What follows belongs to an exercise in optimizing a design on an open flow for small area; a production flow would make more cautious choices.
Function was checked by simulation only, so behaviour that the tests miss may differ from the original.
Power is estimated from default activity; no workload was simulated.

Design PWM_Generator, start of the top module:
module PWM_Generator (
	input clk,
	input rst,
	input [7:0] DUTY_CYCLE,
	input [15:0] ADC,
	input [9:0] PWM_PERIOD, DEAD_TIME,
	output reg PWM_UP, PWM_DOWN, Complete, ADC_Test
);
export LEC_CHECK = 0
export CAP_MARGIN = 50
export CORE_MARGIN = 2
export CORE_UTILIZATION = 40
export GPL_TIMING_DRIVEN = 0
export PLACE_DENSITY = 0.75
export SLEW_MARGIN = 50
export SYNTH_HIERARCHICAL = 1
export SYNTH_MINIMUM_KEEP_SIZE = 0
create_clock -name core_clock -period 7.0 [get_ports {clk}]
standard.sh (not shown) runs the stock make flow with config.mk's settings and CLKGATE_MAP_FILE= SYNTH_SCRIPT=/design/flow/synth_recipe.tcl, a recipe that flattens the netlist after the stock synthesis.
==> flow/flow/run.sh <==
#!/bin/bash
set -e
ARGS=(BUFFER_PORTS_ARGS="-buffer_cell sky130_fd_sc_hd__buf_1" RECOVER_POWER=100
      REMOVE_ABC_BUFFERS=1 SKIP_REPAIR_TIE_FANOUT=1
      CTS_ARGS="-sink_clustering_enable -repair_clock_nets -dont_use_dummy_load -buf_list {sky130_fd_sc_hd__clkbuf_2 sky130_fd_sc_hd__clkbuf_4}")
bash standard.sh synth > standard_synth.log 2>&1
DOWNSIZE_MAX_FANOUT=4 DOWNSIZE_ODB=orfs/results/sky130hd/PWM_Generator/base/1_synth.odb \
  openroad -no_init -exit flow/downsize.tcl > downsize.log 2>&1
bash standard.sh "${ARGS[@]}" finish > standard.log 2>&1
==> flow/flow/downsize.tcl <==
# Resize every combinational cell with at most DOWNSIZE_MAX_FANOUT loads of the synthesized netlist to the smallest drive strength
# of its own cell family (same function and pins). Flip-flops keep their cell type. The
# later repair steps of the standard flow size up again whatever timing needs.
set odb $::env(DOWNSIZE_ODB)
read_db $odb
set db [ord::get_db]
set block [[$db getChip] getBlock]
set n 0
foreach inst [$block getInsts] {
  set m [$inst getMaster]
  set name [$m getName]
  if {![regexp {^(sky130_fd_sc_hd__)([a-z0-9]+)_([0-9]+)$} $name -> pre fam drive]} { continue }
  if {[string match "df*" $fam] || [string match "*buf*" $fam] || $fam eq "conb"} { continue }
  # keep the synthesized size of cells driving many loads
  set fanout 0
  foreach it [$inst getITerms] {
    if {[$it isOutputSignal]} {
      set net [$it getNet]
      if {$net ne "NULL"} { set fanout [expr {$fanout + [llength [$net getITerms]] - 1}] }
    }
  }
  if {$fanout > $::env(DOWNSIZE_MAX_FANOUT)} { continue }
  set best ""
  set best_area 1e9
  foreach d {0 1 2 4} {
    set cand [$db findMaster "${pre}${fam}_$d"]
    if {$cand eq "NULL"} { continue }
    set a [expr {[$cand getWidth] * [$cand getHeight]}]
    if {$a < $best_area} { set best $cand; set best_area $a }
  }
  if {$best ne "" && [$best getName] ne $name} {
    set cur_area [expr {[$m getWidth] * [$m getHeight]}]
    if {$best_area < $cur_area} {
      $inst swapMaster $best
      incr n
    }
  }
}
puts "downsized $n instances"
write_db $odb
The starting point completed with no timing, DRC or antenna violations.
Then changed:
PLACE_DENSITY = not set   (was 0.75)
After rerunning: The new run completed without violations. Worst setup slack is better by 7.6 ps. Synthesized cell count is unchanged. Area after synthesis does not change. Die area is unchanged.

## v33
Another version of the RTL of PWM_Generator (not shown whole).
Size: roughly 30 flip-flops, ~50 I/O pins, about 4200 um2 of cells after synthesis.
## PWM_Generator
module PWM_Generator (
	input clk,
	input rst,
	input [7:0] DUTY_CYCLE,
	input [15:0] ADC,
	input [9:0] PWM_PERIOD, DEAD_TIME,
	output reg PWM_UP, PWM_DOWN, Complete, ADC_Test
);
	reg [9:0] counter;
	reg [9:0] up_time_n;
	reg up_cin_n;
	reg lt;
	reg adc_gt;
	reg Fault;
	reg next_UP, next_DOWN;
	wire pp1 = ~(PWM_PERIOD[0] & DUTY_CYCLE[0]);
	wire pp2 = ~(PWM_PERIOD[0] & DUTY_CYCLE[1]);
	wire pp3 = ~(PWM_PERIOD[0] & DUTY_CYCLE[2]);
	wire pp4 = ~(PWM_PERIOD[0] & DUTY_CYCLE[3]);
	wire pp5 = ~(PWM_PERIOD[0] & DUTY_CYCLE[4]);
	wire pp6 = ~(PWM_PERIOD[0] & DUTY_CYCLE[5]);
	wire pp7 = ~(PWM_PERIOD[0] & DUTY_CYCLE[6]);
	wire pp8 = ~(PWM_PERIOD[0] & DUTY_CYCLE[7]);
	wire pp9 = ~(PWM_PERIOD[1] & DUTY_CYCLE[0]);
	wire pp10 = ~(PWM_PERIOD[1] & DUTY_CYCLE[1]);
	wire pp11 = ~(PWM_PERIOD[1] & DUTY_CYCLE[2]);
	wire pp12 = ~(PWM_PERIOD[1] & DUTY_CYCLE[3]);
	wire pp13 = ~(PWM_PERIOD[1] & DUTY_CYCLE[4]);
	wire pp14 = ~(PWM_PERIOD[1] & DUTY_CYCLE[5]);
	wire pp15 = ~(PWM_PERIOD[1] & DUTY_CYCLE[6]);
	wire pp16 = ~(PWM_PERIOD[1] & DUTY_CYCLE[7]);
	wire pp17 = ~(PWM_PERIOD[2] & DUTY_CYCLE[0]);
	wire pp18 = ~(PWM_PERIOD[2] & DUTY_CYCLE[1]);
	wire pp19 = ~(PWM_PERIOD[2] & DUTY_CYCLE[2]);
	wire pp20 = ~(PWM_PERIOD[2] & DUTY_CYCLE[3]);
	wire pp21 = ~(PWM_PERIOD[2] & DUTY_CYCLE[4]);
	wire pp22 = ~(PWM_PERIOD[2] & DUTY_CYCLE[5]);
	wire pp23 = ~(PWM_PERIOD[2] & DUTY_CYCLE[6]);
	wire pp24 = ~(PWM_PERIOD[2] & DUTY_CYCLE[7]);
	wire pp25 = ~(PWM_PERIOD[3] & DUTY_CYCLE[0]);
	wire pp26 = ~(PWM_PERIOD[3] & DUTY_CYCLE[1]);
	wire pp27 = ~(PWM_PERIOD[3] & DUTY_CYCLE[2]);
	wire pp28 = ~(PWM_PERIOD[3] & DUTY_CYCLE[3]);
	wire pp29 = ~(PWM_PERIOD[3] & DUTY_CYCLE[4]);
	wire pp30 = ~(PWM_PERIOD[3] & DUTY_CYCLE[5]);
	wire pp31 = ~(PWM_PERIOD[3] & DUTY_CYCLE[6]);
	wire pp32 = ~(PWM_PERIOD[3] & DUTY_CYCLE[7]);
	wire pp33 = ~(PWM_PERIOD[4] & DUTY_CYCLE[0]);
	wire pp34 = ~(PWM_PERIOD[4] & DUTY_CYCLE[1]);
	wire pp35 = ~(PWM_PERIOD[4] & DUTY_CYCLE[2]);
	wire pp36 = ~(PWM_PERIOD[4] & DUTY_CYCLE[3]);
	wire pp37 = ~(PWM_PERIOD[4] & DUTY_CYCLE[4]);
	wire pp38 = ~(PWM_PERIOD[4] & DUTY_CYCLE[5]);
  ...
clock: 7.0 ns
lec_check: 0
cap_margin: 20
core_margin: 2
core_utilization: 40
slew_margin: 20
synth_hierarchical: 1
synth_minimum_keep_size: 0
==> flow/flow/run.sh <==
#!/bin/bash
bash standard.sh BUFFER_PORTS_ARGS="-buffer_cell sky130_fd_sc_hd__buf_1" RECOVER_POWER=100 \
  CTS_ARGS="-sink_clustering_enable -repair_clock_nets -dont_use_dummy_load" finish > standard.log 2>&1
> inputs changed (v33 -> v43)
Settings: CORE_UTILIZATION: 40 -> 60; CAP_MARGIN: 20 -> 5; SLEW_MARGIN: 20 -> 5.
==> flow/flow/run.sh <==
#!/bin/bash
bash standard.sh BUFFER_PORTS_ARGS="-buffer_cell sky130_fd_sc_hd__buf_2" RECOVER_POWER=100 finish > standard.log 2>&1
### Flow results
- Starting DRC count in detailed routing: v43 and v33 compared, higher one is v33
- Worst setup margin: v43 vs v33 up 0.020 ns
- Relative to v33, the final cell area reported for v43 is higher.
- v43 — tap cell count 40 lower, v33 as reference
- Re clock network power share: v33 was lower than v43.
- v43 against v33: total routed wire length on the met1 layer lost 11%, non-clock buffer count picked up an extra 1, post-layout total power picked up an extra about 3.7%.
diff inputs: v43 => v17
Settings: CORE_UTILIZATION changed from 60 to 40; CAP_MARGIN changed from 5 to 20; SLEW_MARGIN changed from 5 to 20.
==> flow/flow/run.sh <==
#!/bin/bash
bash standard.sh BUFFER_PORTS_ARGS="-buffer_cell sky130_fd_sc_hd__buf_1" RECOVER_POWER=100 finish > standard.log 2>&1
Cmp v43 and v17 / overall power consumption / lower: v43
Taking v43 as the reference point, the routed wire length of v17 rises by 5.2%.
Comparing switching fraction of total power for v43 and v17, the bigger number came from v43.
Against v43, final area in v17 came out worse.

separate check: timing with driven ports:
Ports are ideal in the flow. The routed layouts listed here were re-timed in OpenROAD. Step 1, drivers: a clkbuf_16 drives clk and a buf_2 each remaining input, both assumed. Step 2 times the ports against the registers' clock, not the clock port: input delays grow and output delays shrink by t, the midpoint of the rising clock arrivals with the driver on. Three values: ideal, step 1, step 2; two values: the first two.
| run | t (ns) | slack for setup (ns) | worst setup path at the end | slew at the worst register clock pin (ns) | worst data-port slew with drivers (ns) |
|---|---|---|---|---|---|
| the first run of note 1 | 0.340 | 0.124 / 0.117 / -0.223 | input to register | 0.11 / 0.11 | 0.04 |
| the second run of note 1 | 0.351 | 0.132 / 0.130 / -0.221 | input to register | 0.11 / 0.11 | 0.04 |
| v33 | 0.297 | 0.160 / 0.155 / -0.142 | input to register | 0.07 / 0.07 | 0.03 |
| v43 | 0.308 | 0.180 / 0.181 / -0.127 | input to register | 0.07 / 0.07 | 0.03 |
| v17 | 0.301 | 0.161 / 0.156 / -0.145 | input to register | 0.07 / 0.07 | 0.03 |
Met with ideal ports but missed after step 2: setup timing in every run listed. For the second run of note 1, which loses most, drivers alone change the setup slack by -0.002 ns; drivers and shift together by -0.353 ns.
